Source: an optimization exercise on an open RTL-to-GDS flow (aim: small area, a short achievable clock period and few clock cycles). Production flows keep margins and buffers that such runs may drop.
The RTL was checked by simulation tests, not by an equivalence proof against the original design.
No activity file was given, so power comes from the tool's default toggle rates.

===== flow/design.v =====
module MPQ(clk,rst,data_valid,data,cmd_valid,cmd,index,value,busy,RAM_valid,RAM_A,RAM_D,done);
input clk;
input rst;
input data_valid;
input [7:0] data;
input cmd_valid;
input [2:0] cmd;
input [7:0] index;
input [7:0] value;
output reg busy;
output reg RAM_valid;
output [7:0] RAM_A;
output reg [7:0] RAM_D;    
output reg done;
localparam S_LOAD = 0, S_IDLE = 1, S_PRE = 2, S_R1 = 3, S_R2 = 4, S_R3 = 5, S_R4 = 6, S_WR = 7, S_RD = 8;
localparam C_BUILD = 3'd0, C_EXT = 3'd1, C_INC = 3'd2, C_INS = 3'd3, C_WR = 3'd4;
reg [8:0] st;
reg [3:0] m;       
reg [14:0] os;     
reg [3:0] wa;      
reg [7:0] valr;    
reg [2:0] cr;      
reg       pend;    
reg       fixed;   
reg       xw;      
assign RAM_A = {4'd0, wa};
reg [119:0] A;
wire [7:0] a0 = A[7:0],   a1 = A[15:8],   a2 = A[23:16],  a3 = A[31:24];
wire [7:0] a4 = A[39:32], a5 = A[47:40],  a6 = A[55:48],  a7 = A[63:56];
wire [7:0] a8 = A[71:64], a9 = A[79:72],  a10 = A[87:80], a11 = A[95:88];
wire [7:0] a12 = A[103:96], a13 = A[111:104], a14 = A[119:112];
function gt8;
	input [7:0] a, b;
	reg [7:0] g, l;
	reg [3:0] g2, l2;
	reg [1:0] g4, l4;
	integer i;
	begin
		g = a & ~b;
		l = ~a & b;
		for (i = 0; i < 4; i = i + 1) begin
			g2[i] = g[2*i+1] | (~l[2*i+1] & g[2*i]);
			l2[i] = l[2*i+1] | (~g[2*i+1] & l[2*i]);
		end
		for (i = 0; i < 2; i = i + 1) begin
			g4[i] = g2[2*i+1] | (~l2[2*i+1] & g2[2*i]);
			l4[i] = l2[2*i+1] | (~g2[2*i+1] & l2[2*i]);
		end
		gt8 = g4[1] | (~l4[1] & g4[0]);
	end
endfunction
function [7:0] pick;
	input s0, s1, s2, s3, s4, s5, s6;
	input [7:0] v0, v1, v2, v3, v4, v5, v6;
	begin
		pick = ({8{s0}} & v0) | ({8{s1}} & v1) | ({8{s2}} & v2) | ({8{s3}} & v3) |
		       ({8{s4}} & v4) | ({8{s5}} & v5) | ({8{s6}} & v6);
	end
endfunction
wire r1 = st[S_R1];
wire r2 = st[S_R2];
wire r3 = st[S_R3];
wire r4 = st[S_R4];
wire en1 = r2 | r3;           
wire en0 = r3;                
wire ib  = st[S_IDLE] & ~fixed & (cmd == C_BUILD);
wire en2 = r1 | r4 | ib;      
wire r1ext = r1 & (cr == C_EXT);
wire x0 = r1ext | (r2 & xw);
reg [6:0] lok, rok;
always @(*) begin
	case (m)
		4'd0:  begin lok = 7'b0000000; rok = 7'b0000000; end
		4'd1:  begin lok = 7'b0000001; rok = 7'b0000000; end
		4'd2:  begin lok = 7'b0000001; rok = 7'b0000001; end
		4'd3:  begin lok = 7'b0000011; rok = 7'b0000001; end
		4'd4:  begin lok = 7'b0000011; rok = 7'b0000011; end
		4'd5:  begin lok = 7'b0000111; rok = 7'b0000011; end
		4'd6:  begin lok = 7'b0000111; rok = 7'b0000111; end
		4'd7:  begin lok = 7'b0001111; rok = 7'b0000111; end
		4'd8:  begin lok = 7'b0001111; rok = 7'b0001111; end
		4'd9:  begin lok = 7'b0011111; rok = 7'b0001111; end
		4'd10: begin lok = 7'b0011111; rok = 7'b0011111; end
		4'd11: begin lok = 7'b0111111; rok = 7'b0011111; end
		4'd12: begin lok = 7'b0111111; rok = 7'b0111111; end
		4'd13: begin lok = 7'b1111111; rok = 7'b0111111; end
		default: begin lok = 7'b1111111; rok = 7'b1111111; end
	endcase
end
wire c10 = gt8(a1, a0), c20 = gt8(a2, a0), c21 = gt8(a2, a1);
wire c31 = gt8(a3, a1), c41 = gt8(a4, a1), c43 = gt8(a4, a3);
wire c30 = gt8(a3, a0), c40 = gt8(a4, a0);
wire c52 = gt8(a5, a2), c62 = gt8(a6, a2), c65 = gt8(a6, a5);
wire c50 = gt8(a5, a0), c60 = gt8(a6, a0);
wire c73 = gt8(a7, a3),   c83 = gt8(a8, a3),    c87 = gt8(a8, a7);
wire c94 = gt8(a9, a4),   c104 = gt8(a10, a4),  c109 = gt8(a10, a9);
wire c115 = gt8(a11, a5), c125 = gt8(a12, a5),  c1211 = gt8(a12, a11);
wire c136 = gt8(a13, a6), c146 = gt8(a14, a6),  c1413 = gt8(a14, a13);
wire sl0 = en0 & lok[0] & c10 & ~c21;
wire sr0 = en0 & rok[0] & c20 & c21;
wire f1 = r2 & xw & os[4];
wire f2 = r2 & xw & os[6];
wire sl1 = en1 & lok[1] & (sl0 ? c30 : c31) & (~c43 | f1);
wire sr1 = en1 & rok[1] & (sl0 ? c40 : c41) & c43;
wire n1  = ~sl1 & ~sr1;
wire sl2 = en1 & lok[2] & (sr0 ? c50 : c52) & (~c65 | f2);
wire sr2 = en1 & rok[2] & (sr0 ? c60 : c62) & c65;
wire n2  = ~sl2 & ~sr2;
wire f3 = r1ext & os[8];
wire f4 = r1ext & os[10];
wire f5 = r1ext & os[12];
wire f6 = r1ext & os[14];
wire sl3 = en2 & lok[3] & c73 & (~c87 | f3);
wire sr3 = en2 & rok[3] & c83 & c87;
wire sl4 = en2 & lok[4] & c94 & (~c109 | f4);
wire sr4 = en2 & rok[4] & c104 & c109;
wire sl5 = en2 & lok[5] & c115 & (~c1211 | f5);
wire sr5 = en2 & rok[5] & c125 & c1211;
wire sl6 = en2 & lok[6] & c136 & (~c1413 | f6);
wire sr6 = en2 & rok[6] & c146 & c1413;
wire [7:0] n_0 = pick(~sl0 & ~sr0, sl0, sr0, 1'b0, 1'b0, 1'b0, 1'b0,
                      a0, a1, a2, 8'd0, 8'd0, 8'd0, 8'd0);
wire [7:0] n_1 = pick(sl1, sr1, n1 & sl0, n1 & ~sl0, 1'b0, 1'b0, 1'b0,
                      a3, a4, a0, a1, 8'd0, 8'd0, 8'd0);
wire [7:0] n_2 = pick(sl2, sr2, n2 & sr0, n2 & ~sr0, 1'b0, 1'b0, 1'b0,
                      a5, a6, a0, a2, 8'd0, 8'd0, 8'd0);
wire [7:0] n_3 = pick(sl1 & sl0, sl1 & ~sl0, sl3, sr3, ~sl1 & ~sl3 & ~sr3, 1'b0, 1'b0,
                      a0, a1, a7, a8, a3, 8'd0, 8'd0);
wire [7:0] n_4 = pick(sr1 & sl0, sr1 & ~sl0, sl4, sr4, ~sr1 & ~sl4 & ~sr4, 1'b0, 1'b0,
                      a0, a1, a9, a10, a4, 8'd0, 8'd0);
wire [7:0] n_5 = pick(sl2 & sr0, sl2 & ~sr0, sl5, sr5, ~sl2 & ~sl5 & ~sr5, 1'b0, 1'b0,
                      a0, a2, a11, a12, a5, 8'd0, 8'd0);
wire [7:0] n_6 = pick(sr2 & sr0, sr2 & ~sr0, sl6, sr6, ~sr2 & ~sl6 & ~sr6, 1'b0, 1'b0,
                      a0, a2, a13, a14, a6, 8'd0, 8'd0);
wire [7:0] n_7  = sl3 ? a3 : a7;
wire [7:0] n_8  = sr3 ? a3 : a8;
wire [7:0] n_9  = sl4 ? a4 : a9;
wire [7:0] n_10 = sr4 ? a4 : a10;
wire [7:0] n_11 = sl5 ? a5 : a11;
wire [7:0] n_12 = sr5 ? a5 : a12;
wire [7:0] n_13 = sl6 ? a6 : a13;
wire [7:0] n_14 = sr6 ? a6 : a14;
wire [119:0] N = {n_14, n_13, n_12, n_11, n_10, n_9, n_8, n_7, n_6, n_5, n_4, n_3, n_2, n_1, n_0};
reg [7:0] rd;
integer j;
always @(*) begin
	rd = 8'd0;
	for (j = 0; j < 15; j = j + 1)
		rd = rd | ({8{os[j]}} & A[8*j +: 8]);
end
reg [14:0] moh, ioh;
always @(*) begin
	for (j = 0; j < 15; j = j + 1) begin
		moh[j] = (m == j);
		ioh[j] = (index[3:0] == j);
	end
end
wire is_cmd = (cmd <= 3'd4);
wire issue  = is_cmd & (st[S_IDLE] | r3);
wire start  = st[S_PRE] | (r4 & pend);
wire ld     = st[S_LOAD];
wire pinc   = st[S_PRE] & (cr == C_INC);
wire wone   = ld | (start & (cr == C_INS)) | pinc | x0;
wire [7:0] bus = ld ? data : (x0 ? 8'd0 : ((pinc & ~gt8(valr, RAM_D)) ? RAM_D : valr));
reg [119:0] An;
integer k;
always @(*) begin
	An = N;
	for (k = 0; k < 15; k = k + 1) begin
		if (wone && os[k])
			An[8*k +: 8] = bus;
		else if (x0 && k == 0)
			An[8*k +: 8] = rd;
	end
end
always @(posedge clk) begin
	A[95:0] <= An[95:0];
end
always @(posedge clk or posedge rst) begin
	if (rst) A[119:96] <= 24'd0;
	else     A[119:96] <= An[119:96];
end
wire wcyc  = st[S_WR] | (r4 & pend & (cr == C_WR));
wire wlast = (wa == m);
wire skip1 = fixed & (((cr == C_INC) & (|os[6:0])) | (cr == C_EXT));
wire [8:0] nst;
assign nst[S_LOAD] = (st[S_LOAD] & ~os[11]) | (wcyc & wlast);
assign nst[S_IDLE] = (st[S_LOAD] & os[11]) | (st[S_IDLE] & ~is_cmd) | (r4 & ~pend);
wire moved = |(os[6:3] & {sl6 | sr6, sl5 | sr5, sl4 | sr4, sl3 | sr3}) |
             |(os[14:7] & {sr6, sl6, sr5, sl5, sr4, sl4, sr3, sl3});
wire pinc4 = r4 & pend & (cr == C_INC);
assign nst[S_RD]   = (st[S_IDLE] & (cmd == C_INC)) | (pinc4 & moved);
assign nst[S_PRE]  = (st[S_IDLE] & ((cmd == C_EXT) | (cmd == C_INS))) | st[S_RD] |
                     (pinc4 & ~moved);
assign nst[S_R1]   = (st[S_PRE] & ~skip1) | (r4 & pend & (cr == C_INS));
assign nst[S_R2]   = r1 | (st[S_IDLE] & (cmd == C_BUILD)) | (st[S_PRE] & skip1) |
                     (r4 & pend & ((cr == C_BUILD) | (cr == C_EXT)));
assign nst[S_R3]   = r2;
assign nst[S_R4]   = r3;
assign nst[S_WR]   = (st[S_IDLE] & (cmd == C_WR)) | (wcyc & ~wlast);
always @(posedge clk or posedge rst) begin
	if (rst) begin
		st <= 9'd1 << S_LOAD;
		os <= 15'd1;
		pend <= 1'b0;
		fixed <= 1'b0;
		xw <= 1'b0;
		busy <= 1'b1;
		RAM_valid <= 1'b0;
		done <= 1'b0;
	end else begin
		st <= nst;
		xw <= (cr == C_EXT) & ((st[S_PRE] & skip1) | (r4 & pend));
		busy <= ~(nst[S_IDLE] | nst[S_R3]);
		done <= 1'b0;
		if (ld) begin
			os <= {os[13:0], 1'b0};
			fixed <= 1'b0;
		end
		if (r4) begin
			fixed <= 1'b1;
			pend <= 1'b0;
		end
		if (issue) begin
			if (r3) pend <= 1'b1;
			if (cmd == C_WR) RAM_valid <= 1'b1;
			case (cmd)
				C_EXT:   os <= moh;
				C_INC:   os <= ioh;
				C_INS:   os <= {moh[13:0], 1'b0};
				default: os <= 15'd2;
			endcase
		end
		if (wcyc) begin
			if (wlast) begin
				RAM_valid <= 1'b0;
				done <= 1'b1;
				os <= 15'd1;
			end else
				os <= {os[13:0], 1'b0};
		end
	end
end
always @(posedge clk) begin
	if (ld && os[11]) m <= 4'd11;
	if (issue && cmd == C_WR) RAM_D <= n_0;
	else                      RAM_D <= rd;
	if (issue) begin
		cr <= cmd;
		valr <= value;
		if (cmd == C_WR) wa <= 4'd0;
	end
	if (start) begin
		if (cr == C_INS) m <= m + 4'd1;
		if (cr == C_EXT) m <= m - 4'd1;
	end
	if (wcyc && !wlast) wa <= wa + 4'd1;
end
endmodule

===== flow/run.sh =====
#!/bin/bash
# synth_recipe.tcl (not shown) runs the flow's synth.tcl, then flattens the netlist and writes it again
# the make line also repeats each setting of config.mk as NAME=value (left out here)
make -C /OpenROAD-flow-scripts/flow DESIGN_CONFIG=/design/flow/config.mk WORK_HOME=/design/flow/orfs CLKGATE_MAP_FILE= SYNTH_SCRIPT=/design/flow/synth_recipe.tcl finish

===== flow/config.mk =====
export PLATFORM = sky130hd
export DESIGN_NAME = MPQ
export DESIGN_NICKNAME = MPQ
export VERILOG_FILES = /design/flow/design.v
export SDC_FILE = /design/flow/constraint.sdc
export NUM_CORES = 4
export LEC_CHECK = 0
export CAP_MARGIN = 20
export CORE_MARGIN = 2
export CORE_UTILIZATION = 45
export PLACE_DENSITY = 0.7
export SETUP_SLACK_MARGIN = 4.0
export SLEW_MARGIN = 20

===== flow/constraint.sdc =====
create_clock -name core_clock -period 7.0 [get_ports {clk}]
set_input_delay 1.4000 -clock core_clock [delete_from_list [all_inputs] [get_ports {clk}]]
set_output_delay 1.4000 -clock core_clock [all_outputs]
set_load 0.01 [all_outputs]

==> results of run 1 <==
## area by class of cell
type | instances | share of cell area
repair buffers | 119 | 0.0737
clock buffers | 18 | 0.0279
inverters | 106 | 0.0256
clock inverters | 14 | 0.00954
multi-input cells | 1261 | 0.540
flip-flops and latches | 190 | 0.292
well taps | 396 | 0.0307
## stage by stage
stage	setup WS (ps)	utilization
floorplan	3780	-
global placement	2060	0.471
detailed placement	2030	0.471
CTS	3870	0.512
global route	3870	0.530
finish	3950	0.530
## cells in the final DEF (no fill, tap or decap), types with 10 or more instances in the layout
| master | instances |
|---|---|
| a211o_1 | 10 |
| mux2i_1 | 19 |
| nand4_1 | 22 |
| nor2b_1 | 53 |
| dfxtp_2 | 31 |
| maj3_1 | 48 |
| a211oi_1 | 15 |
| clkdlybuf4s50_1 | 36 |
| dfxtp_1 | 39 |
| o22ai_1 | 18 |
| a22oi_1 | 94 |
| a32oi_1 | 27 |
| o211ai_1 | 19 |
| inv_1 | 98 |
| nor2_1 | 86 |
| a31oi_1 | 10 |
| a222oi_1 | 14 |
| nand2_1 | 172 |
| edfxtp_1 | 55 |
| a21oi_2 | 12 |
| mux2_2 | 10 |
| a21oi_1 | 109 |
| nand2b_1 | 41 |
| a21o_1 | 13 |
| nand3_1 | 38 |
| and3_1 | 10 |
| o21ai_0 | 110 |
| a221o_1 | 27 |
| dfxtp_4 | 11 |
| nor3_1 | 22 |
| buf_6 | 16 |
| buf_4 | 56 |
| clkbuf_16 | 18 |
| a22o_1 | 11 |
| a221oi_1 | 30 |
| dfrtp_1 | 46 |
| maj3_2 | 15 |
| o21ai_1 | 13 |
## state kept, by name (all words and copies together), names as in the netlist, 3 cells and up
register / flops
os: 15
m: 3
RAM_D: 8
A: 120
st: 9
rok: 7
lok: 7
cr: 3
wa: 4
valr: 8
## how the worst min path moves through the flow
| stage | slack (ps) | endpoint | start |
|---|---|---|---|
| floorplan | 410 | st[2] | st[8] |
| detailed placement | 420 | st[2] | st[8] |
| global route | 510 | st[2] | st[8] |
| global placement | 430 | st[2] | st[8] |
| finish | 470 | st[2] | st[8] |
| CTS | 460 | st[2] | st[8] |
## tightest hold or removal path: stages, from the launching register on
cell and delay (ps):
dfrtp_1 340, a21oi_1 50, o41ai_2 40
## power by group
part           total [mW]  internal, mW  switching [mW]  leakage, nW
combinational        4.53          1.86            2.68         3.91
sequential           2.98          1.70            1.28         1.88
clock                1.04         0.505           0.540        0.294
## cells by family after synthesis
kind of cell | Yosys count
AO/OA/AOI/OAI | 635
XOR/XNOR | 7
adder cells (fa/ha/maj) | 69
buffers and inverters | 258
flip-flops | 190
multiplexers | 33
other | 1
AND/OR/NAND/NOR | 509
## what timing repair did
action                     CTS  global route
hold endpoints to repair     0             0
resized for setup          106           100
pin swaps                   26            32
cloned                       4             2
setup endpoints to repair  205           161
hold buffers                 0             0
setup buffers               30            30
## routing by layer
layer / up-vias / global-route usage / wire length, um
li1: 6392 / - / -
met1: 7082 / 0.440 / 21200
met2: 1227 / 0.476 / 23600
met3: 304 / 0.0942 / 7840
met4: 0 / 0.219 / 4050
met5: - / 0 / 0
==> results.toml, run 1 <==
[critical_path]
r2r_end = "st[2]"
slowest_delay_ps = 610
cp-endpoint = "st[2]"
crit_start = "A[31]"
reg2reg_depth = 9
worst-path-buf-inv = 1
r2r-start = "A[31]"
cp_num_cells = 9
cpLargestDelayFamily = "compound AO/OA/AOI/OAI gates"
critPathSlowestCell = "dfxtp_1"
rrSetupSlack_ps = 3950
critPathCaptureType = "flop"
timing.critical_path.cells = "inv_1 > o2bb2ai_1 > a31o_2 > nor4_2 > a2111oi_4 > a222oi_1 > and4_4 > nand3_4 > o41ai_2"
path_class = "flop to flop"
critPathMaxFanout = 10
cp.arrival_ps = 3410
start_kind = "flop"
critPathRequiredTime_ps = 7360

[detailed_routing]
drtPass1Iterations = 12
drt_iter0_drc = 3041
route.detailed.drc = 0
ant_nets = 0
wire_per_inst_um = 26.9
vias = 15000
wl_um = 56700
viasPerCell = 7.13

[placement]
place_area_um2 = 14300
hpwl_um = 36400
placedCellCount = 2006
place.gp.congestion = 0.987
io_buffers = 39

[clocking]
cts_root_buf = "clkbuf_16"
clockBufferDepth = 2
cts.sinks = 190
cts_buffers = 17
cts_tree = "built"
cts-htree-levels = 4
clock_latency_ps = 470
clk_pin_slew_ps = 90

[timing]
grt_setup_unrepaired = "yes"
drv_slew = 0
hold_viol = 0
slew-limit-headroom = 0.349
finalSetupViolCount = 0
skew_ps = 15.8
tns_ps = 0
post-route-min-period_ps = 3050
post-route-period-util = 0.435
fmax_ghz = 0.328
tightest_slew_ps = 976
whs_ps = 465

[synth]
synth-simple-area-share = 0.184
synth_warnings = 1
synth-edff-count = 55
synthXorXnorAreaFrac = 0.00443
synth_compound_area_frac = 0.324
synth_area_per_cell_um2 = 8.14
syn_inst = 1702
synth_top_family_by_area = "compound AO/OA/AOI/OAI gates"
synth.top_cell.area_share = 0.119
synth.distinct_cells = 95
seq_area_frac_synth = 0.334
yosys.area.top_type = "edfxtp_1"
synth_area_um2 = 13800
synth_common_cells = "nand2_1 (181), a21oi_1 (122), o21ai_0 (119)"
yosysMostFrequentCell = "nand2_1"
ys_async_sr_fraction = 0.284
synth.area.top_cells = "edfxtp_1 (12%), dfxtp_1 (12%), dfrtp_1 (9.2%)"
synth-adder-area-share = 0.0521
ys.flop_type = "dfxtp_1"
ys_ff_latch = 190
muxShareOfSynthArea = 0.0251

[power]
p_leak_nw = 6.09
power_density_nw_per_um2 = 530
power_mw = 8.56
vdd_ir_drop_max_mv = 0.228

[global_routing]
antenna_found_initial = 0
grtUsageTotal = 0.334
grt_pass1_vias = 13600
grt_pass1_wl_um = 83400
grt-ovfl-total = 0
grt_max_degree = 55

[final_layout]
area_growth_syn_to_layout_pct = 16.5
n_antenna_cell = 0
drive_gt1_frac = 0.181
multiInputGateArea_um2 = 8720
regArea_um2 = 4710
nets = 1732
fillers = 2754
fin_cells = 2104
finalInstanceArea_um2 = 16100

[job]
drv_cap = 0

[hold_path]
hold_path_depth = 2
hold_path_class = "flop to flop"

[die]
die_x_um = 179
start_util = 0.455
std_cell_rows = 64
core_um2 = 30400
die_h_um = 179
die_area_um2 = 32200
ioPinCount = 50

[outcome]
outcome = "no timing/DRC/antenna violations"
Testbench counts, summed over its fixed seeds: cycles 11,648.
==> inputs of run 2 (changes only) <==
--- a/flow/design.v
+++ b/flow/design.v
@@ -160,14 +160,14 @@
 wire start  = st[S_PRE] | (r4 & pend);
 wire ld     = st[S_LOAD];
 wire pinc   = st[S_PRE] & (cr == C_INC);
-wire wone   = ld | (start & (cr == C_INS)) | pinc | x0;
+wire wsel   = ld | (start & (cr == C_INS)) | pinc | x0;
 wire [7:0] bus = ld ? data : (x0 ? 8'd0 : ((pinc & ~gt8(valr, RAM_D)) ? RAM_D : valr));
 reg [119:0] An;
 integer k;
 always @(*) begin
 	An = N;
 	for (k = 0; k < 15; k = k + 1) begin
-		if (wone && os[k])
+		if (wsel && os[k])
 			An[8*k +: 8] = bus;
 		else if (x0 && k == 0)
 			An[8*k +: 8] = rd;
--- a/flow/config.mk
+++ b/flow/config.mk
@@ -7,7 +7,7 @@
 export LEC_CHECK = 0
 export CAP_MARGIN = 20
 export CORE_MARGIN = 2
-export CORE_UTILIZATION = 45
-export PLACE_DENSITY = 0.7
+export CORE_UTILIZATION = 40
+export PLACE_DENSITY = 0.65
 export SETUP_SLACK_MARGIN = 4.0
 export SLEW_MARGIN = 20
==> results.toml, run 2 <==
[timing]
tightest_slew_ps = 779
tns_ps = 0
slew-limit-headroom = 0.480
drv_slew = 0
post-route-period-util = 0.439
skew_ps = 14.1
fmax_ghz = 0.325
post-route-min-period_ps = 3070
finalSetupViolCount = 0
hold_viol = 0
grt_setup_unrepaired = "yes"

[critical_path]
timing.critical_path.cells = "buf_8 > nor4_4 > a211o_4 > buf_12 > o211ai_1 > a2111oi_4 > buf_4 > buf_6 > a221o_1 > a221o_1 > a21oi_1 > a21oi_1"
start_kind = "input port"
worst-path-buf-inv = 4
cp.arrival_ps = 3410
critPathSlowestCell = "a211o_4"
critPathRequiredTime_ps = 7340
cpLargestDelayFamily = "compound AO/OA/AOI/OAI gates"
path_class = "input port to flop"
critPathMaxFanout = 6
critPathCaptureType = "flop"
slowest_delay_ps = 410

[synth]
ys.flop_type = "dfxtp_1"
ys_async_sr_fraction = 0.284
syn_inst = 1702
synth_warnings = 1
seq_area_frac_synth = 0.334
ys_ff_latch = 190
synth_area_um2 = 13800
synth_common_cells = "nand2_1 (181), a21oi_1 (122), o21ai_0 (119)"
yosys.area.top_type = "edfxtp_1"
synth-edff-count = 55
yosysMostFrequentCell = "nand2_1"
synth.area.top_cells = "edfxtp_1 (12%), dfxtp_1 (12%), dfrtp_1 (9.2%)"
synth.distinct_cells = 95
synth_area_per_cell_um2 = 8.14
synth.top_cell.area_share = 0.119

[final_layout]
reg_top3 = "A (120), os (15), st (9)"
regArea_um2 = 4710
drive_gt1_frac = 0.178
layout_common_cells = "nand2_1 (168), o21ai_0 (116), a21oi_1 (112), inv_1 (97), a22oi_1 (94)"
regMostFlops = "A"
n_antenna_cell = 0
multiInputGateArea_um2 = 8670
fillers = 3237
area_growth_syn_to_layout_pct = 16.4
nets = 1734
final_common_cell = "nand2_1"
largest_reg_flops = 120
finalInstanceArea_um2 = 16100

[power]
vdd_ir_drop_max_mv = 0.238
power_density_nw_per_um2 = 530
p_leak_nw = 6.06

[clocking]
clk_pin_slew_ps = 90
cts_tree = "built"
cts-htree-levels = 4
clockBufferDepth = 2
clock_latency_ps = 470
cts_root_buf = "clkbuf_16"
cts_buffers = 17
cts.sinks = 190

[die]
die_area_um2 = 36100
die_x_um = 190
start_util = 0.404
ioPinCount = 50
std_cell_rows = 68
die_h_um = 190
core_um2 = 34300

[detailed_routing]
vias = 14800
route.detailed.drc = 0
wl_um = 57000
drtPass1Iterations = 9
viasPerCell = 6.85
drt_iter0_drc = 2516
wire_per_inst_um = 26.3
ant_nets = 0

[global_routing]
grt_pass1_vias = 13400
grt_max_degree = 55
grtUsageTotal = 0.303
grt-ovfl-total = 0
antenna_found_initial = 0
grt_pass1_wl_um = 83200

[placement]
io_buffers = 39
place.gp.congestion = 1.01
hpwl_um = 37200
place_area_um2 = 14400

[job]
drv_cap = 0

[outcome]
outcome = "no timing/DRC/antenna violations"

[hold_path]
hold_path_class = "flop to flop"
## run 2: metal layers
metal | global-route usage | share of wire
met1 | 0.406 | 0.39
met5 | 0 | 0.00065
met3 | 0.0725 | 0.12
met4 | 0.171 | 0.060
met2 | 0.447 | 0.43
## run 2: power breakdown
group / switching (mW) / internal [mW] / total (mW)
clock network: 0.564 / 0.498 / 1.06
registers: 1.27 / 1.70 / 2.96
logic: 2.66 / 1.86 / 4.52
total: 4.49 / 4.05 / 8.55
## run 2: cell type report
| type | instances | share of cell area |
|---|---|---|
| clock inverter | 15 | 0.0122 |
| clock buffer | 17 | 0.0264 |
| timing repair buffer | 122 | 0.0708 |
| tap | 455 | 0.0353 |
| sequential | 190 | 0.292 |
| inverter | 106 | 0.0258 |
| multi-input combinational | 1260 | 0.538 |
## run 2: cells by family after synthesis
logic type,synth area share
multiplexers,0.0251
AO/OA/AOI/OAI,0.324
adder cells (fa/ha/maj),0.0521
flip-flops,0.334
XOR/XNOR,0.00443
AND/OR/NAND/NOR,0.184
other,0.000271
buffers and inverters,0.0765
## run 2: metrics by stage
| step | utilization | hold WS (ps) | instances | total power [mW] | setup WS [ps] |
|---|---|---|---|---|---|
| floorplan | - | 411 | 1705 | 5.20 | 3780 |
| global placement | 0.421 | 428 | 2068 | 6.62 | 2200 |
| detailed placement | 0.421 | 431 | 2068 | 6.73 | 2120 |
| CTS | 0.455 | 452 | 2134 | 7.99 | 3910 |
| global route | 0.470 | 482 | 2165 | 8.87 | 3900 |
| finish | 0.470 | 452 | 2165 | 8.55 | 3930 |
## run 2: worst min-delay path, delay by kind of cell (launching register included)
family | cells | cell delay (ps)
flip-flops | 1 | 340
AO/OA/AOI/OAI | 2 | 90
## run 2: final timing paths
kind / cells past startpoint / to / startpoint / slack, ps
min reg2reg: 2 / st[2] / st[8] / 450
max: 12 / A[26] / cmd[0] / 3930
max in group asynchronous: 3 / A[112] / rst / 5020
min: 2 / st[2] / st[8] / 450
max reg2reg: 9 / A[23] / A[43] / 3980
min in group asynchronous: 3 / RAM_valid / rst / 1450
## run 2: repair_timing
action                     4_1_cts  5_1_grt
pin swaps                       27       23
cloned                           2        2
setup endpoints to repair      205      127
buffers inserted                32       29
resized for setup              104       74
hold buffers                     0        0
Testbench counts of run 2, summed over its fixed seeds: cycles 11,648.
==> inputs of run 3 (changes only) <==
--- a/flow/config.mk
+++ b/flow/config.mk
@@ -9,5 +9,5 @@
 export CORE_MARGIN = 2
 export CORE_UTILIZATION = 40
 export PLACE_DENSITY = 0.65
-export SETUP_SLACK_MARGIN = 4.0
+export SETUP_SLACK_MARGIN = 3.9
 export SLEW_MARGIN = 20
==> results.toml, run 3 <==
[outcome]
outcome = "no timing/DRC/antenna violations"

[final_layout]
fin_cells = 2161
final_common_cell = "nand2_1"
reg_top3 = "A (120), os (15), st (9)"
regMostFlops = "A"
area_growth_syn_to_layout_pct = 14.8
final_core_util = 0.464
layout_common_cells = "nand2_1 (177), a21oi_1 (121), o21ai_0 (117), inv_1 (98), a22oi_1 (94)"
largest_reg_flops = 120
drive_gt1_frac = 0.157
nets = 1729

[clocking]
cts.sinks = 190
clockBufferDepth = 2
cts_root_buf = "clkbuf_16"
cts_buffers = 17
clock_latency_ps = 500
postCtsHoldBufs = 0
cts-htree-levels = 4
cts_tree = "built"
clk_pin_slew_ps = 90

[synth]
synth_common_cells = "nand2_1 (181), a21oi_1 (122), o21ai_0 (119)"
ys_ff_latch = 190
synth.distinct_cells = 95
yosys.area.top_type = "edfxtp_1"
seq_area_frac_synth = 0.334
synth.top_cell.area_share = 0.119
synth-edff-count = 55
ys.flop_type = "dfxtp_1"
yosysMostFrequentCell = "nand2_1"
ys_async_sr_fraction = 0.284
synth_area_per_cell_um2 = 8.14
synth.area.top_cells = "edfxtp_1 (12%), dfxtp_1 (12%), dfrtp_1 (9.2%)"
syn_inst = 1702
synth_warnings = 1
synth_area_um2 = 13800

[placement]
hpwl_um = 37500
place.gp.congestion = 1.01
placedCellCount = 2070
io_buffers = 39

[timing]
skew_ps = 27.1
whs_ps = 465
finalSetupViolCount = 0
fmax_ghz = 0.311
hold_viol = 0
post-route-period-util = 0.459
post-route-min-period_ps = 3210
tns_ps = 0
grt_setup_unrepaired = "yes"
slew-limit-headroom = 0.359
drv_slew = 0
tightest_slew_ps = 961

[die]
ioPinCount = 50
std_cell_rows = 68
die_area_um2 = 36100
die_x_um = 190
core_um2 = 34300
start_util = 0.404
die_h_um = 190

[power]
vdd_ir_drop_max_mv = 0.239
p_int_mw = 3.97
pwr-share-clk = 0.128
p_leak_nw = 6.02
pwr-share-comb = 0.525
power_density_nw_per_um2 = 531
power_mw = 8.43
pwr-share-seq = 0.347
power_switching_mw = 4.47
switching_share = 0.530

[critical_path]
start_kind = "flop"
rrSetupSlack_ps = 3790
critPathCaptureType = "flop"
cp.arrival_ps = 3610
crit_start = "A[1]"
critPathRequiredTime_ps = 7400
critPathMaxFanout = 14
path_class = "flop to flop"
r2r-start = "A[1]"
r2r_end = "A[23]"
reg2reg_depth = 10

[global_routing]
grt_pass1_wl_um = 84600
grt_max_degree = 55
grt_pass1_vias = 13700
antenna_found_initial = 0
grt-ovfl-total = 0
grtUsageTotal = 0.309

[detailed_routing]
drt_iter0_drc = 2725
ant_nets = 0
vias = 14900
wire_per_inst_um = 26.6
wl_um = 57500
viasPerCell = 6.88
drtPass1Iterations = 12
route.detailed.drc = 0

[hold_path]
hold_path_depth = 2
hold_path_class = "flop to flop"
hp-start = "st[8]"
min_to = "st[2]"

[job]
drv_cap = 0
## run 3: cell counts after synthesis
Identical to the previous run, type by type.
## run 3: power groups by stage
stage                     Sequential [mW]  Combinational [mW]  Clock [mW]
after floorplan                      1.96                3.23           0
after global placement               2.84                3.84           0
after detailed placement             2.83                3.93           0
after CTS                            2.83                4.04        1.08
after global routing                 2.92                4.73        1.13
final                                2.93                4.42        1.08
## run 3: kinds of logic (layout without fill, tap and decap cells)
kind of cell	Yosys count	count (layout)	synth area share
adders and majority gates	69	69	0.0521
AOI/OAI and AO/OA	635	637	0.324
buffers and inverters	258	256	0.0765
xor gates and xnor gates	7	7	0.00443
and+or+nand+nor	509	509	0.184
DFF	190	190	0.334
muxes	33	33	0.0251
other	1	5	0.000271
## run 3: what timing repair did
item	in CTS	in global routing
endpoints found under the setup margin	201	131
cloned	1	1
pin swaps	8	20
resized for setup	64	64
setup buffers	20	36
## run 3: layout make-up
class                           count  area [um2]
Sequential cell                   190        4680
Timing Repair Buffer              118        1070
Multi-Input combinational cell   1259        8520
Tap cell                          455         569
Clock inverter                     15         215
Inverter                          106         409
Antenna cell                        1        2.50
Clock buffer                       17         425
Fill cell                        3254       18400
## run 3: routing by layer
metal  vias up  GRT usage  share of wire
met5         -          0              0
met4         0      0.173          0.067
met3       288     0.0753           0.12
met2      1101      0.462           0.42
met1      7097      0.407           0.39
li1       6377          -              -
## run 3: worst max-delay path by stage
stage,to
after floorplan,st[2]
after global placement,st[2]
after detailed placement,st[8]
after CTS,A[42]
after global routing,st[2]
final,A[23]
## run 3: critical path, stage by stage (launching register included)
cell	delay, ps
dfxtp_2	710
inv_1	170
a31o_2	260
a41oi_1	280
a21o_1	200
a2bb2oi_4	90
buf_4	170
nor2b_1	460
a311o_2	410
o221ai_1	160
o22a_1	210
## run 3: metrics by stage
step	setup WS [ps]	cell area, um2
finish	3790	15900
floorplan	3780	13900
detailed placement	2020	14400
global placement	2050	14400
CTS	3870	15400
global route	3790	15900
==> inputs of run 4 (changes only) <==
--- a/flow/config.mk
+++ b/flow/config.mk
@@ -7,7 +7,7 @@
 export LEC_CHECK = 0
 export CAP_MARGIN = 20
 export CORE_MARGIN = 2
-export CORE_UTILIZATION = 40
-export PLACE_DENSITY = 0.65
-export SETUP_SLACK_MARGIN = 3.9
+export CORE_UTILIZATION = 35
+export PLACE_DENSITY = 0.6
+export SETUP_SLACK_MARGIN = 4.0
 export SLEW_MARGIN = 20
==> results.toml, run 4 <==
[global_routing]
grt_max_degree = 55
grtUsageTotal = 0.275
grt_pass1_wl_um = 86300
grt_pass1_vias = 13600
grt-ovfl-total = 0
antenna_found_initial = 1

[critical_path]
crit_start = "A[13]"
r2r-start = "A[13]"
start_kind = "flop"
critPathSlowestCell = "dfxtp_2"
slowest_delay_ps = 610
cp.arrival_ps = 3450
timing.critical_path.cells = "o21ai_0 > a221oi_1 > a211oi_2 > buf_4 > nor4_4 > nor3_4 > buf_4 > nor4_4 > a21oi_1 > a21oi_1"
critPathRequiredTime_ps = 7400
critPathMaxFanout = 18
reg2reg_depth = 10
rrSetupSlack_ps = 3950
critPathCaptureType = "flop"
r2r_end = "A[29]"
path_class = "flop to flop"

[clocking]
cts_root_buf = "clkbuf_16"
cts_buffers = 17
cts_tree = "built"
clock_latency_ps = 470
cts.sinks = 190
postCtsHoldBufs = 0
cts-htree-levels = 4
clockBufferDepth = 2
clk_pin_slew_ps = 80

[synth]
synth_compound_area_frac = 0.324
synth_common_cells = "nand2_1 (181), a21oi_1 (122), o21ai_0 (119)"
seq_area_frac_synth = 0.334
synth.top_cell.area_share = 0.119
synth.area.top_cells = "edfxtp_1 (12%), dfxtp_1 (12%), dfrtp_1 (9.2%)"
ys.flop_type = "dfxtp_1"
yosysMostFrequentCell = "nand2_1"
synth.distinct_cells = 95
synth-adder-area-share = 0.0521
synth_area_per_cell_um2 = 8.14
synthXorXnorAreaFrac = 0.00443
synth-edff-count = 55
ys_ff_latch = 190
yosys.area.top_type = "edfxtp_1"
muxShareOfSynthArea = 0.0251
synth_area_um2 = 13800
ys_async_sr_fraction = 0.284
synth_warnings = 1
synth_top_family_by_area = "compound AO/OA/AOI/OAI gates"
syn_inst = 1702
synth-simple-area-share = 0.184

[timing]
grt_setup_unrepaired = "yes"
tightest_slew_ps = 792
tns_ps = 0
fmax_ghz = 0.328
post-route-min-period_ps = 3050
drv_slew = 0
fin_ws_ps = 3950
finalSetupViolCount = 0
skew_ps = 13.0
slew-limit-headroom = 0.472
hold_viol = 0
whs_ps = 462
post-route-period-util = 0.436

[detailed_routing]
drtPass1Iterations = 8
wire_per_inst_um = 26.2
route.detailed.drc = 0
wl_um = 58200
ant_nets = 0
vias = 14700
drt_iter0_drc = 2351
viasPerCell = 6.60

[final_layout]
n_antenna_cell = 0
reg_top3 = "A (120), os (15), st (9)"
nets = 1728
regMostFlops = "A"
final_common_cell = "nand2_1"
area_growth_syn_to_layout_pct = 15.7
finalInstanceArea_um2 = 16000
final_core_util = 0.413
largest_reg_flops = 120
fillers = 3874
layout_common_cells = "nand2_1 (167), a21oi_1 (116), o21ai_0 (112), inv_1 (97), a22oi_1 (94)"
drive_gt1_frac = 0.167
fin_cells = 2222

[power]
p_leak_nw = 6.01
power_mw = 8.38
power_density_nw_per_um2 = 523
vdd_ir_drop_max_mv = 0.250

[placement]
io_buffers = 39
hpwl_um = 38500
placedCellCount = 2135
place.gp.congestion = 0.965
place_area_um2 = 14500
post-place-ws_ps = 2130

[hold_path]
hp-start = "st[8]"
min_to = "st[2]"
hold_path_class = "flop to flop"
hold_path_depth = 2

[die]
std_cell_rows = 72
die_x_um = 203
start_util = 0.357
die_area_um2 = 41200
die_h_um = 203
core_um2 = 38800
ioPinCount = 50

[outcome]
outcome = "no timing/DRC/antenna violations"

[job]
drv_cap = 0
[run 4: cell counts after synthesis]
No cell type changed its count.
[run 4: cells by family (layout without fill, tap and decap cells)]
| group | count (synthesis) | after routing |
|---|---|---|
| AOI/OAI and AO/OA | 635 | 637 |
| xor gates and xnor gates | 7 | 7 |
| adders and majority gates | 69 | 69 |
| buffers and inverters | 258 | 255 |
| DFF | 190 | 190 |
| muxes | 33 | 33 |
| other | 1 | 4 |
| and+or+nand+nor | 509 | 509 |
[run 4: power breakdown]
part / internal [mW] / switching (mW) / total [mW]
sequential: 1.69 / 1.21 / 2.90
combinational: 1.80 / 2.68 / 4.47
clock: 0.479 / 0.519 / 0.998
[run 4: routing by layer]
| layer | vias up | global-route usage | share of wire |
|---|---|---|---|
| met1 | 7074 | 0.372 | 0.40 |
| li1 | 6384 | - | - |
| met3 | 234 | 0.0526 | 0.11 |
| met5 | - | 0 | 0 |
| met2 | 982 | 0.414 | 0.43 |
| met4 | 0 | 0.144 | 0.060 |
[run 4: final cells by class]
| type | count | area (um2) | share of cell area |
|---|---|---|---|
| clock buffer | 18 | 429 | 0.0268 |
| clock inverter | 14 | 148 | 0.00921 |
| inverter | 106 | 410 | 0.0256 |
| multi-input combinational | 1259 | 8580 | 0.535 |
| sequential | 190 | 4700 | 0.293 |
| tap | 518 | 648 | 0.0404 |
| timing repair buffer | 117 | 1110 | 0.0693 |
[run 4: repair_timing]
item / CTS / global route
setup endpoints to repair: 205 / 151
hold endpoints to repair: 0 / 0
gates cloned: 2 / 2
gates resized for setup: 86 / 78
setup buffers: 29 / 22
pin swaps: 15 / 24
[run 4: how the worst max path moves through the flow]
| stage | slack [ps] | endpoint |
|---|---|---|
| after detailed placement | 2130 | st[2] |
| after CTS | 3960 | A[48] |
| after global placement | 2190 | st[8] |
| after floorplan | 3780 | st[2] |
| after global routing | 3850 | A[26] |
| final | 3950 | A[29] |
[run 4: critical path: cells and delay by family (launching register included)]
| kind | cells | cell delay [ps] |
|---|---|---|
| and+or+nand+nor | 3 | 1080 |
| AOI/OAI and AO/OA | 5 | 930 |
| DFF | 1 | 610 |
| buffers and inverters | 2 | 350 |
==> inputs of run 5 (changes only) <==
--- a/flow/design.v
+++ b/flow/design.v
@@ -16,6 +16,7 @@
 localparam C_BUILD = 3'd0, C_EXT = 3'd1, C_INC = 3'd2, C_INS = 3'd3, C_WR = 3'd4;
 reg [8:0] st;
 reg [3:0] m;       
+reg [3:0] ob;      
 reg [14:0] os;     
 reg [3:0] wa;      
 reg [7:0] valr;    
@@ -25,10 +26,15 @@
 reg       xw;      
 assign RAM_A = {4'd0, wa};
 reg [119:0] A;
+integer j;
 wire [7:0] a0 = A[7:0],   a1 = A[15:8],   a2 = A[23:16],  a3 = A[31:24];
 wire [7:0] a4 = A[39:32], a5 = A[47:40],  a6 = A[55:48],  a7 = A[63:56];
 wire [7:0] a8 = A[71:64], a9 = A[79:72],  a10 = A[87:80], a11 = A[95:88];
 wire [7:0] a12 = A[103:96], a13 = A[111:104], a14 = A[119:112];
+always @(*) begin
+	for (j = 0; j < 15; j = j + 1)
+		os[j] = (ob == j);
+end
 function gt8;
 	input [7:0] a, b;
 	reg [7:0] g, l;
@@ -142,18 +148,10 @@
 wire [7:0] n_14 = sr6 ? a6 : a14;
 wire [119:0] N = {n_14, n_13, n_12, n_11, n_10, n_9, n_8, n_7, n_6, n_5, n_4, n_3, n_2, n_1, n_0};
 reg [7:0] rd;
-integer j;
 always @(*) begin
 	rd = 8'd0;
 	for (j = 0; j < 15; j = j + 1)
 		rd = rd | ({8{os[j]}} & A[8*j +: 8]);
-end
-reg [14:0] moh, ioh;
-always @(*) begin
-	for (j = 0; j < 15; j = j + 1) begin
-		moh[j] = (m == j);
-		ioh[j] = (index[3:0] == j);
-	end
 end
 wire is_cmd = (cmd <= 3'd4);
 wire issue  = is_cmd & (st[S_IDLE] | r3);
@@ -201,7 +199,7 @@
 always @(posedge clk or posedge rst) begin
 	if (rst) begin
 		st <= 9'd1 << S_LOAD;
-		os <= 15'd1;
+		ob <= 4'd0;
 		pend <= 1'b0;
 		fixed <= 1'b0;
 		xw <= 1'b0;
@@ -214,7 +212,7 @@
 		busy <= ~(nst[S_IDLE] | nst[S_R3]);
 		done <= 1'b0;
 		if (ld) begin
-			os <= {os[13:0], 1'b0};
+			ob <= ob + 4'd1;
 			fixed <= 1'b0;
 		end
 		if (r4) begin
@@ -225,19 +223,19 @@
 			if (r3) pend <= 1'b1;
 			if (cmd == C_WR) RAM_valid <= 1'b1;
 			case (cmd)
-				C_EXT:   os <= moh;
-				C_INC:   os <= ioh;
-				C_INS:   os <= {moh[13:0], 1'b0};
-				default: os <= 15'd2;
+				C_EXT:   ob <= m;
+				C_INC:   ob <= index[3:0];
+				C_INS:   ob <= m + 4'd1;
+				default: ob <= 4'd1;
 			endcase
 		end
 		if (wcyc) begin
 			if (wlast) begin
 				RAM_valid <= 1'b0;
 				done <= 1'b1;
-				os <= 15'd1;
+				ob <= 4'd0;
 			end else
-				os <= {os[13:0], 1'b0};
+				ob <= ob + 4'd1;
 		end
 	end
 end
--- a/flow/config.mk
+++ b/flow/config.mk
@@ -7,7 +7,7 @@
 export LEC_CHECK = 0
 export CAP_MARGIN = 20
 export CORE_MARGIN = 2
-export CORE_UTILIZATION = 35
-export PLACE_DENSITY = 0.6
+export CORE_UTILIZATION = 40
+export PLACE_DENSITY = 0.65
 export SETUP_SLACK_MARGIN = 4.0
 export SLEW_MARGIN = 20
==> results.toml, run 5 <==
[outcome]
outcome = "no timing/DRC/antenna violations"

[detailed_routing]
ant_nets = 0
wl_um = 58200
drtPass1Iterations = 7
vias = 14700
wire_per_inst_um = 27.0
drt_iter0_drc = 2458
route.detailed.drc = 0
viasPerCell = 6.82

[timing]
drv_slew = 0
grt_setup_unrepaired = "yes"
finalSetupViolCount = 0
post-route-min-period_ps = 3140
post-route-period-util = 0.448
whs_ps = 468
skew_ps = 22.6
slew-limit-headroom = 0.284
fmax_ghz = 0.319
hold_viol = 0
tightest_slew_ps = 1070
tns_ps = 0

[global_routing]
grt_max_degree = 48
grt_pass1_wl_um = 86100
grt-ovfl-total = 0
grt_pass1_vias = 13600
grtUsageTotal = 0.318
antenna_found_initial = 3

[clocking]
postCtsHoldBufs = 0
cts_buffers = 17
clock_latency_ps = 460
cts_tree = "built"
cts_root_buf = "clkbuf_16"
cts.sinks = 179
clk_pin_slew_ps = 80
cts-htree-levels = 4
clockBufferDepth = 2

[synth]
yosys.area.top_type = "edfxtp_1"
synth.area.top_cells = "edfxtp_1 (12%), dfxtp_1 (12%), dfrtp_1 (7.5%)"
muxShareOfSynthArea = 0.0389
synth_area_um2 = 13600
synth_top_family_by_area = "compound AO/OA/AOI/OAI gates"
syn_inst = 1672
synth-edff-count = 55
synth-simple-area-share = 0.188
synth.top_cell.area_share = 0.121
seq_area_frac_synth = 0.320
ys_async_sr_fraction = 0.240
ys_ff_latch = 179
yosysMostFrequentCell = "nand2_1"
synthXorXnorAreaFrac = 0.00579
synth_common_cells = "nand2_1 (163), nor2_1 (135), a21oi_1 (115)"
synth-adder-area-share = 0.0497
synth_warnings = 1
synth.distinct_cells = 93
synth_area_per_cell_um2 = 8.14
ys.flop_type = "dfxtp_1"
synth_compound_area_frac = 0.321

[critical_path]
reg2reg_depth = 9
critPathCaptureType = "flop"
cp.arrival_ps = 3480
r2r_end = "A[37]"
path_class = "input port to flop"
r2r-start = "A[14]"
critPathRequiredTime_ps = 7340
start_kind = "input port"
critPathMaxFanout = 7
crit_start = "cmd[0]"
rrSetupSlack_ps = 3910
cp-endpoint = "st[2]"

[job]
drv_cap = 0

[placement]
place.gp.congestion = 1.01
hpwl_um = 38700
io_buffers = 39

[die]
die_area_um2 = 35500
start_util = 0.406
core_um2 = 33500
ioPinCount = 50
die_h_um = 188
die_x_um = 188
std_cell_rows = 67

[final_layout]
largest_reg_flops = 120
area_growth_syn_to_layout_pct = 18.6
regMostFlops = "A"
n_antenna_cell = 0
layout_common_cells = "nand2_1 (152), nor2_1 (124), a21oi_1 (110), inv_1 (98), buf_4 (79)"
drive_gt1_frac = 0.192
final_common_cell = "nand2_1"
nets = 1732
reg_top3 = "A (120), st (9)"

[hold_path]
hold_path_class = "flop to flop"

[power]
p_leak_nw = 6.13
vdd_ir_drop_max_mv = 0.220
power_density_nw_per_um2 = 509
==> run 5: stage by stage <==
| step | setup WS, ps | utilization | cell area, um2 | cells | total power, mW |
|---|---|---|---|---|---|
| after global routing | 3870 | 0.481 | 16100 | 2155 | 8.52 |
| after CTS | 3930 | 0.466 | 15600 | 2127 | 7.77 |
| after floorplan | 3500 | - | 13800 | 1675 | 5.06 |
| final | 3860 | 0.481 | 16100 | 2155 | 8.21 |
| after detailed placement | 1970 | 0.426 | 14300 | 2052 | 6.53 |
| after global placement | 2050 | 0.426 | 14300 | 2052 | 6.47 |
==> run 5: what timing repair did <==
action / CTS / global route
endpoints found under the setup margin: 175 / 140
gates cloned: 2 / 1
buffers inserted: 41 / 27
endpoints found under the hold margin: 0 / 0
gates resized for setup: 107 / 83
pin swaps: 14 / 19
==> run 5: area by class of cell <==
| cell class | instances | area (um2) |
|---|---|---|
| clock buffer | 17 | 425 |
| clock inverter | 15 | 201 |
| fill | 3229 | 17400 |
| inverter | 110 | 430 |
| multi-input combinational | 1246 | 8770 |
| sequential | 179 | 4420 |
| tap | 448 | 561 |
| timing repair buffer | 140 | 1340 |
==> run 5: cell families (layout without fill, tap and decap cells) <==
kind of cell	Yosys count	count (layout)
AO/OA/AOI/OAI	595	596
AND/OR/NAND/NOR	524	524
buffers and inverters	252	282
flip-flops	179	179
adder cells (fa/ha/maj)	65	65
multiplexers	47	48
XOR/XNOR	9	9
other	1	4
==> run 5: worst max-delay path, cell delays in order <==
cell and delay (ps):
buf_12 110, or2_4 270, o31ai_4 220, buf_12 170, buf_12 130, o211ai_1 110
a211oi_1 220, buf_4 160, a22oi_2 130, o2111ai_4 120, a2111oi_4 90, a221o_1 340
==> run 5: worst min path at each step <==
stage / slack (ps) / from / cells past startpoint / end
6_report: 470 / st[8] / 1 / st[2]
5_1_grt: 490 / st[8] / 1 / st[2]
4_1_cts: 470 / st[8] / 1 / st[2]
3_5_place_dp: 450 / st[8] / 1 / st[2]
3_3_place_gp: 430 / st[8] / 1 / st[2]
2_1_floorplan: 420 / st[8] / 1 / st[2]
==> run 5: where the power goes <==
group / leakage (nW) / internal (mW) / total [mW] / switching (mW)
clock network: 0.301 / 0.494 / 1.04 / 0.549
logic: 4.12 / 1.82 / 4.55 / 2.73
registers: 1.71 / 1.57 / 2.62 / 1.05
==> run 5: routing by layer <==
| layer | up-vias | global-route usage | part of all wire |
|---|---|---|---|
| met3 | 258 | 0.0814 | 0.13 |
| met1 | 6963 | 0.427 | 0.40 |
| met5 | - | 0 | 0 |
| met4 | 0 | 0.163 | 0.060 |
| met2 | 1161 | 0.471 | 0.42 |
| li1 | 6313 | - | - |
Testbench counts of run 5, summed over its fixed seeds: cycles 11,648.
==> inputs of run 6 (changes only) <==
--- a/flow/design.v
+++ b/flow/design.v
@@ -12,11 +12,10 @@
 output [7:0] RAM_A;
 output reg [7:0] RAM_D;    
 output reg done;
-localparam S_LOAD = 0, S_IDLE = 1, S_PRE = 2, S_R1 = 3, S_R2 = 4, S_R3 = 5, S_R4 = 6, S_WR = 7, S_RD = 8;
+localparam S_LOAD = 0, S_IDLE = 1, S_PRE = 2, S_R1 = 3, S_R2 = 4, S_R3 = 5, S_R4 = 6, S_WR = 7;
 localparam C_BUILD = 3'd0, C_EXT = 3'd1, C_INC = 3'd2, C_INS = 3'd3, C_WR = 3'd4;
-reg [8:0] st;
+reg [7:0] st;
 reg [3:0] m;       
-reg [3:0] ob;      
 reg [14:0] os;     
 reg [3:0] wa;      
 reg [7:0] valr;    
@@ -24,17 +23,14 @@
 reg       pend;    
 reg       fixed;   
 reg       xw;      
+reg       ie;      
+reg       mq;      
 assign RAM_A = {4'd0, wa};
 reg [119:0] A;
-integer j;
 wire [7:0] a0 = A[7:0],   a1 = A[15:8],   a2 = A[23:16],  a3 = A[31:24];
 wire [7:0] a4 = A[39:32], a5 = A[47:40],  a6 = A[55:48],  a7 = A[63:56];
 wire [7:0] a8 = A[71:64], a9 = A[79:72],  a10 = A[87:80], a11 = A[95:88];
 wire [7:0] a12 = A[103:96], a13 = A[111:104], a14 = A[119:112];
-always @(*) begin
-	for (j = 0; j < 15; j = j + 1)
-		os[j] = (ob == j);
-end
 function gt8;
 	input [7:0] a, b;
 	reg [7:0] g, l;
@@ -148,24 +144,33 @@
 wire [7:0] n_14 = sr6 ? a6 : a14;
 wire [119:0] N = {n_14, n_13, n_12, n_11, n_10, n_9, n_8, n_7, n_6, n_5, n_4, n_3, n_2, n_1, n_0};
 reg [7:0] rd;
+integer j;
 always @(*) begin
 	rd = 8'd0;
 	for (j = 0; j < 15; j = j + 1)
 		rd = rd | ({8{os[j]}} & A[8*j +: 8]);
 end
+reg [14:0] moh, ioh;
+always @(*) begin
+	for (j = 0; j < 15; j = j + 1) begin
+		moh[j] = (m == j);
+		ioh[j] = (index[3:0] == j);
+	end
+end
 wire is_cmd = (cmd <= 3'd4);
 wire issue  = is_cmd & (st[S_IDLE] | r3);
 wire start  = st[S_PRE] | (r4 & pend);
+wire iearly = r3 & (cmd == C_INS) & (~m[0] | (m <= 4'd5));
 wire ld     = st[S_LOAD];
-wire pinc   = st[S_PRE] & (cr == C_INC);
-wire wsel   = ld | (start & (cr == C_INS)) | pinc | x0;
-wire [7:0] bus = ld ? data : (x0 ? 8'd0 : ((pinc & ~gt8(valr, RAM_D)) ? RAM_D : valr));
+wire pinc   = st[S_PRE] & (cr == C_INC) & ~mq;
+wire wone   = ld | (start & (cr == C_INS) & ~ie) | pinc | x0;
+wire [7:0] bus = ld ? data : iearly ? value : (x0 ? 8'd0 : ((pinc & ~gt8(valr, RAM_D)) ? RAM_D : valr));
 reg [119:0] An;
 integer k;
 always @(*) begin
 	An = N;
 	for (k = 0; k < 15; k = k + 1) begin
-		if (wsel && os[k])
+		if ((wone && os[k]) || (iearly && k > 0 && moh[k-1]))
 			An[8*k +: 8] = bus;
 		else if (x0 && k == 0)
 			An[8*k +: 8] = rd;
@@ -181,61 +186,65 @@
 wire wcyc  = st[S_WR] | (r4 & pend & (cr == C_WR));
 wire wlast = (wa == m);
 wire skip1 = fixed & (((cr == C_INC) & (|os[6:0])) | (cr == C_EXT));
-wire [8:0] nst;
+wire [7:0] nst;
 assign nst[S_LOAD] = (st[S_LOAD] & ~os[11]) | (wcyc & wlast);
 assign nst[S_IDLE] = (st[S_LOAD] & os[11]) | (st[S_IDLE] & ~is_cmd) | (r4 & ~pend);
 wire moved = |(os[6:3] & {sl6 | sr6, sl5 | sr5, sl4 | sr4, sl3 | sr3}) |
              |(os[14:7] & {sr6, sl6, sr5, sl5, sr4, sl4, sr3, sl3});
 wire pinc4 = r4 & pend & (cr == C_INC);
-assign nst[S_RD]   = (st[S_IDLE] & (cmd == C_INC)) | (pinc4 & moved);
-assign nst[S_PRE]  = (st[S_IDLE] & ((cmd == C_EXT) | (cmd == C_INS))) | st[S_RD] |
-                     (pinc4 & ~moved);
-assign nst[S_R1]   = (st[S_PRE] & ~skip1) | (r4 & pend & (cr == C_INS));
-assign nst[S_R2]   = r1 | (st[S_IDLE] & (cmd == C_BUILD)) | (st[S_PRE] & skip1) |
-                     (r4 & pend & ((cr == C_BUILD) | (cr == C_EXT)));
+assign nst[S_PRE]  = (st[S_IDLE] & ((cmd == C_EXT) | (cmd == C_INS) | (cmd == C_INC))) |
+                     pinc4 | (st[S_PRE] & mq);
+assign nst[S_R1]   = (st[S_PRE] & ~mq & ~skip1) | (r4 & pend & (cr == C_INS) & ~ie);
+assign nst[S_R2]   = r1 | (st[S_IDLE] & (cmd == C_BUILD)) | (st[S_PRE] & ~mq & skip1) |
+                     (r4 & pend & ((cr == C_BUILD) | (cr == C_EXT) | ((cr == C_INS) & ie)));
 assign nst[S_R3]   = r2;
 assign nst[S_R4]   = r3;
 assign nst[S_WR]   = (st[S_IDLE] & (cmd == C_WR)) | (wcyc & ~wlast);
 always @(posedge clk or posedge rst) begin
 	if (rst) begin
-		st <= 9'd1 << S_LOAD;
-		ob <= 4'd0;
+		st <= 8'd1 << S_LOAD;
+		os <= 15'd1;
 		pend <= 1'b0;
 		fixed <= 1'b0;
 		xw <= 1'b0;
+		ie <= 1'b0;
+		mq <= 1'b0;
 		busy <= 1'b1;
 		RAM_valid <= 1'b0;
 		done <= 1'b0;
 	end else begin
 		st <= nst;
 		xw <= (cr == C_EXT) & ((st[S_PRE] & skip1) | (r4 & pend));
+		mq <= (st[S_IDLE] & (cmd == C_INC)) | (pinc4 & moved);
 		busy <= ~(nst[S_IDLE] | nst[S_R3]);
 		done <= 1'b0;
 		if (ld) begin
-			ob <= ob + 4'd1;
+			os <= {os[13:0], 1'b0};
 			fixed <= 1'b0;
 		end
 		if (r4) begin
 			fixed <= 1'b1;
 			pend <= 1'b0;
-		end
+			ie <= 1'b0;
+		end
+		if (iearly) ie <= 1'b1;
 		if (issue) begin
 			if (r3) pend <= 1'b1;
 			if (cmd == C_WR) RAM_valid <= 1'b1;
 			case (cmd)
-				C_EXT:   ob <= m;
-				C_INC:   ob <= index[3:0];
-				C_INS:   ob <= m + 4'd1;
-				default: ob <= 4'd1;
+				C_EXT:   os <= moh;
+				C_INC:   os <= ioh;
+				C_INS:   os <= {moh[13:0], 1'b0};
+				default: os <= 15'd2;
 			endcase
 		end
 		if (wcyc) begin
 			if (wlast) begin
 				RAM_valid <= 1'b0;
 				done <= 1'b1;
-				ob <= 4'd0;
+				os <= 15'd1;
 			end else
-				ob <= ob + 4'd1;
+				os <= {os[13:0], 1'b0};
 		end
 	end
 end
@@ -248,8 +257,9 @@
 		valr <= value;
 		if (cmd == C_WR) wa <= 4'd0;
 	end
+	if (iearly) m <= m + 4'd1;
 	if (start) begin
-		if (cr == C_INS) m <= m + 4'd1;
+		if (cr == C_INS && !ie) m <= m + 4'd1;
 		if (cr == C_EXT) m <= m - 4'd1;
 	end
 	if (wcyc && !wlast) wa <= wa + 4'd1;
==> results.toml, run 6 <==
[hold_path]
min_to = "st[5]"
hold_path_class = "flop to flop"
hp-start = "st[4]"
hold_path_depth = 0

[synth]
synth.top_cell.area_share = 0.116
synth_warnings = 2
yosysMostFrequentCell = "nor2_1"
synth.distinct_cells = 102
ys_ff_latch = 191
synth_common_cells = "nor2_1 (147), nand2_1 (127), a21oi_1 (123)"
ys_async_sr_fraction = 0.288
seq_area_frac_synth = 0.327
ys.flop_type = "dfxtp_1"
synth_area_per_cell_um2 = 8.16
synth_area_um2 = 14200
synth.area.top_cells = "edfxtp_1 (12%), dfxtp_1 (11%), dfrtp_1 (9.1%)"
yosys.area.top_type = "edfxtp_1"
syn_inst = 1743
synth-edff-count = 55

[detailed_routing]
vias = 15400
drtPass1Iterations = 11
wire_per_inst_um = 27.6
ant_nets = 0
wl_um = 61400
drt_iter0_drc = 2286
route.detailed.drc = 0
viasPerCell = 6.92

[critical_path]
critPathSlowestCell = "or4b_4"
timing.critical_path.cells = "buf_12 > or4b_4 > o21ai_4 > buf_12 > buf_6 > o211a_1 > o211a_4 > a22oi_1 > and4_1 > a41oi_2"
critPathCaptureType = "flop"
critPathMaxFanout = 7
r2r-start = "A[104]"
crit_path_frequent_cell = "buf_12"
cp.arrival_ps = 3480
path_class = "input port to flop"
rrSetupSlack_ps = 3980
start_kind = "input port"
reg2reg_depth = 11
slowest_delay_ps = 570
r2r_end = "A[55]"
critPathRequiredTime_ps = 7370

[timing]
grt_setup_unrepaired = "yes"
slew-limit-headroom = 0.306
hold_viol = 0
post-route-period-util = 0.444
tightest_slew_ps = 1040
finalSetupViolCount = 0
drv_slew = 0
skew_ps = 16.5
post-route-min-period_ps = 3110
fmax_ghz = 0.322
tns_ps = 0

[clocking]
cts.sinks = 191
cts_root_buf = "clkbuf_16"
clk_pin_slew_ps = 80
clock_latency_ps = 470
postCtsHoldBufs = 0
clockBufferDepth = 2
cts_buffers = 17
cts-htree-levels = 4
cts_tree = "built"

[global_routing]
antenna_found_initial = 1
grtUsageTotal = 0.327
grt_pass1_wl_um = 90400
grt_max_degree = 56
grt_pass1_vias = 14100
grt-ovfl-total = 0

[die]
die_x_um = 193
start_util = 0.403
std_cell_rows = 69
core_um2 = 35300
die_area_um2 = 37100
die_h_um = 193
ioPinCount = 50

[power]
power_density_nw_per_um2 = 505
vdd_ir_drop_max_mv = 0.277
p_leak_nw = 6.28

[final_layout]
reg_top3 = "A (120), os (15)"
layout_common_cells = "nor2_1 (140), nand2_1 (111), inv_1 (94), a21oi_1 (79), a22oi_1 (69)"
final_core_util = 0.487
area_growth_syn_to_layout_pct = 20.8
regMostFlops = "A"
fillers = 3349
nets = 1790
final_common_cell = "nor2_1"
largest_reg_flops = 120
drive_gt1_frac = 0.235

[outcome]
outcome = "no timing/DRC/antenna violations"

[placement]
place.gp.congestion = 1.02
io_buffers = 39
hpwl_um = 41500

[job]
drv_cap = 0
==> run 6: cell types whose count changed in the layout (fill, tap and decap cells not counted), moves of 15 or more <==
cell / before / now
a21oi_1: 110 / 79
a21oi_2: 10 / 41
nand2_1: 152 / 111
nand3_1: 27 / 50
nor2_1: 124 / 140
nor2b_1: 55 / 40
o21ai_0: 69 / 52
==> run 6: cells by family (layout without fill, tap and decap cells) <==
group / Yosys count / in the layout / synth area share
compound gates: 646 / 648 / 0.328
xor+xnor: 8 / 8 / 0.00493
fa+ha+maj: 66 / 66 / 0.0484
buf+inv: 262 / 276 / 0.0808
flops: 191 / 191 / 0.327
mux: 27 / 27 / 0.0192
other cells: 1 / 6 / 0.000264
simple gates: 542 / 546 / 0.192
==> run 6: worst max-delay path by stage <==
stage | from | slack (ps) | end | depth (start not counted)
floorplan | cmd[2] | 3510 | A[46] | 8
detailed placement | cmd[2] | 2030 | mq | 8
global placement | cmd[2] | 2100 | mq | 8
CTS | cmd[1] | 3920 | A[37] | 12
global route | cmd[1] | 3840 | A[37] | 12
finish | cmd[1] | 3890 | mq | 10
==> run 6: routing by layer <==
metal | wire length, um | global-route usage
met1 | 24000 | 0.428
met4 | 3630 | 0.166
met2 | 26300 | 0.490
met3 | 7460 | 0.0940
met5 | 0 | 0
==> run 6: power by group <==
| part | internal [mW] | leakage, nW | switching, mW | total (mW) |
|---|---|---|---|---|
| registers | 1.69 | 1.82 | 1.28 | 2.97 |
| clock network | 0.484 | 0.291 | 0.541 | 1.02 |
| logic | 1.95 | 4.17 | 2.72 | 4.68 |
| total | 4.13 | 6.28 | 4.55 | 8.67 |
==> run 6: layout make-up <==
type	count	area [um2]	area share
Multi-Input combinational cell	1299	9470	0.551
Sequential cell	191	4730	0.275
Timing Repair Buffer	136	1400	0.0813
Tap cell	461	577	0.0336
Clock buffer	17	425	0.0248
Inverter	108	418	0.0243
Clock inverter	15	159	0.00925
Antenna cell	2	5.00	0.000291
==> run 6: what timing repair did <==
item / CTS / global route
pin swaps: 21 / 36
setup endpoints to repair: 201 / 172
buffers inserted: 33 / 40
cloned: 6 / 3
gates resized for setup: 119 / 109
==> run 6: critical path: cells and delay by family <==
kind / cells / cell delay (ps)
AO/OA/AOI/OAI: 5 / 920
buffers and inverters: 3 / 360
AND/OR/NAND/NOR: 2 / 800
==> run 6: through the flow <==
stage / total power [mW] / hold WS, ps / instance area (um2) / std cells / setup slack, ps
after global placement: 6.70 / 445 / 15100 / 2113 / 2100
after detailed placement: 6.77 / 453 / 15100 / 2113 / 2030
after CTS: 8.08 / 470 / 16400 / 2184 / 3920
final: 8.67 / 478 / 17200 / 2229 / 3890
after floorplan: 5.47 / 387 / 15000 / 1746 / 3510
after global routing: 9.00 / 496 / 17200 / 2227 / 3840
Testbench counts of run 6, summed over its fixed seeds: cycles 11,429.

re-timing with driven ports:
In the flow no input, the clock included, has a driving cell. The finished layouts below were timed again as built, in two steps.
Step 1: set_driving_cell puts a clkbuf_16 on clk and a buf_2 on each other input, an assumption about the parent block.
Step 2 moves the port delays by t, midway between the first and last clock arrival at a register: inputs arrive t later, outputs are due t later. That takes back most of the time a late clock gives input paths.
a / b / c = ideal ports / drivers / drivers and shift; a / b = the first two.
run | shift t [ns] | slack for setup (ns) | worst setup path after step 2
run 1 | 0.516 | 3.952 / 3.952 / 3.449 | input to register
run 2 | 0.519 | 3.927 / 3.929 / 3.410 | input to register
run 3 | 0.544 | 3.788 / 3.788 / 3.330 | input to register
run 4 | 0.520 | 3.948 / 3.948 / 3.433 | input to register
run 5 | 0.500 | 3.863 / 3.870 / 3.369 | input to register
run 6 | 0.518 | 3.891 / 3.897 / 3.379 | input to register
After both steps every run listed still meets setup and hold. For run 2, which loses most, drivers alone change the setup slack by +0.002 ns; drivers and shift together by -0.517 ns.
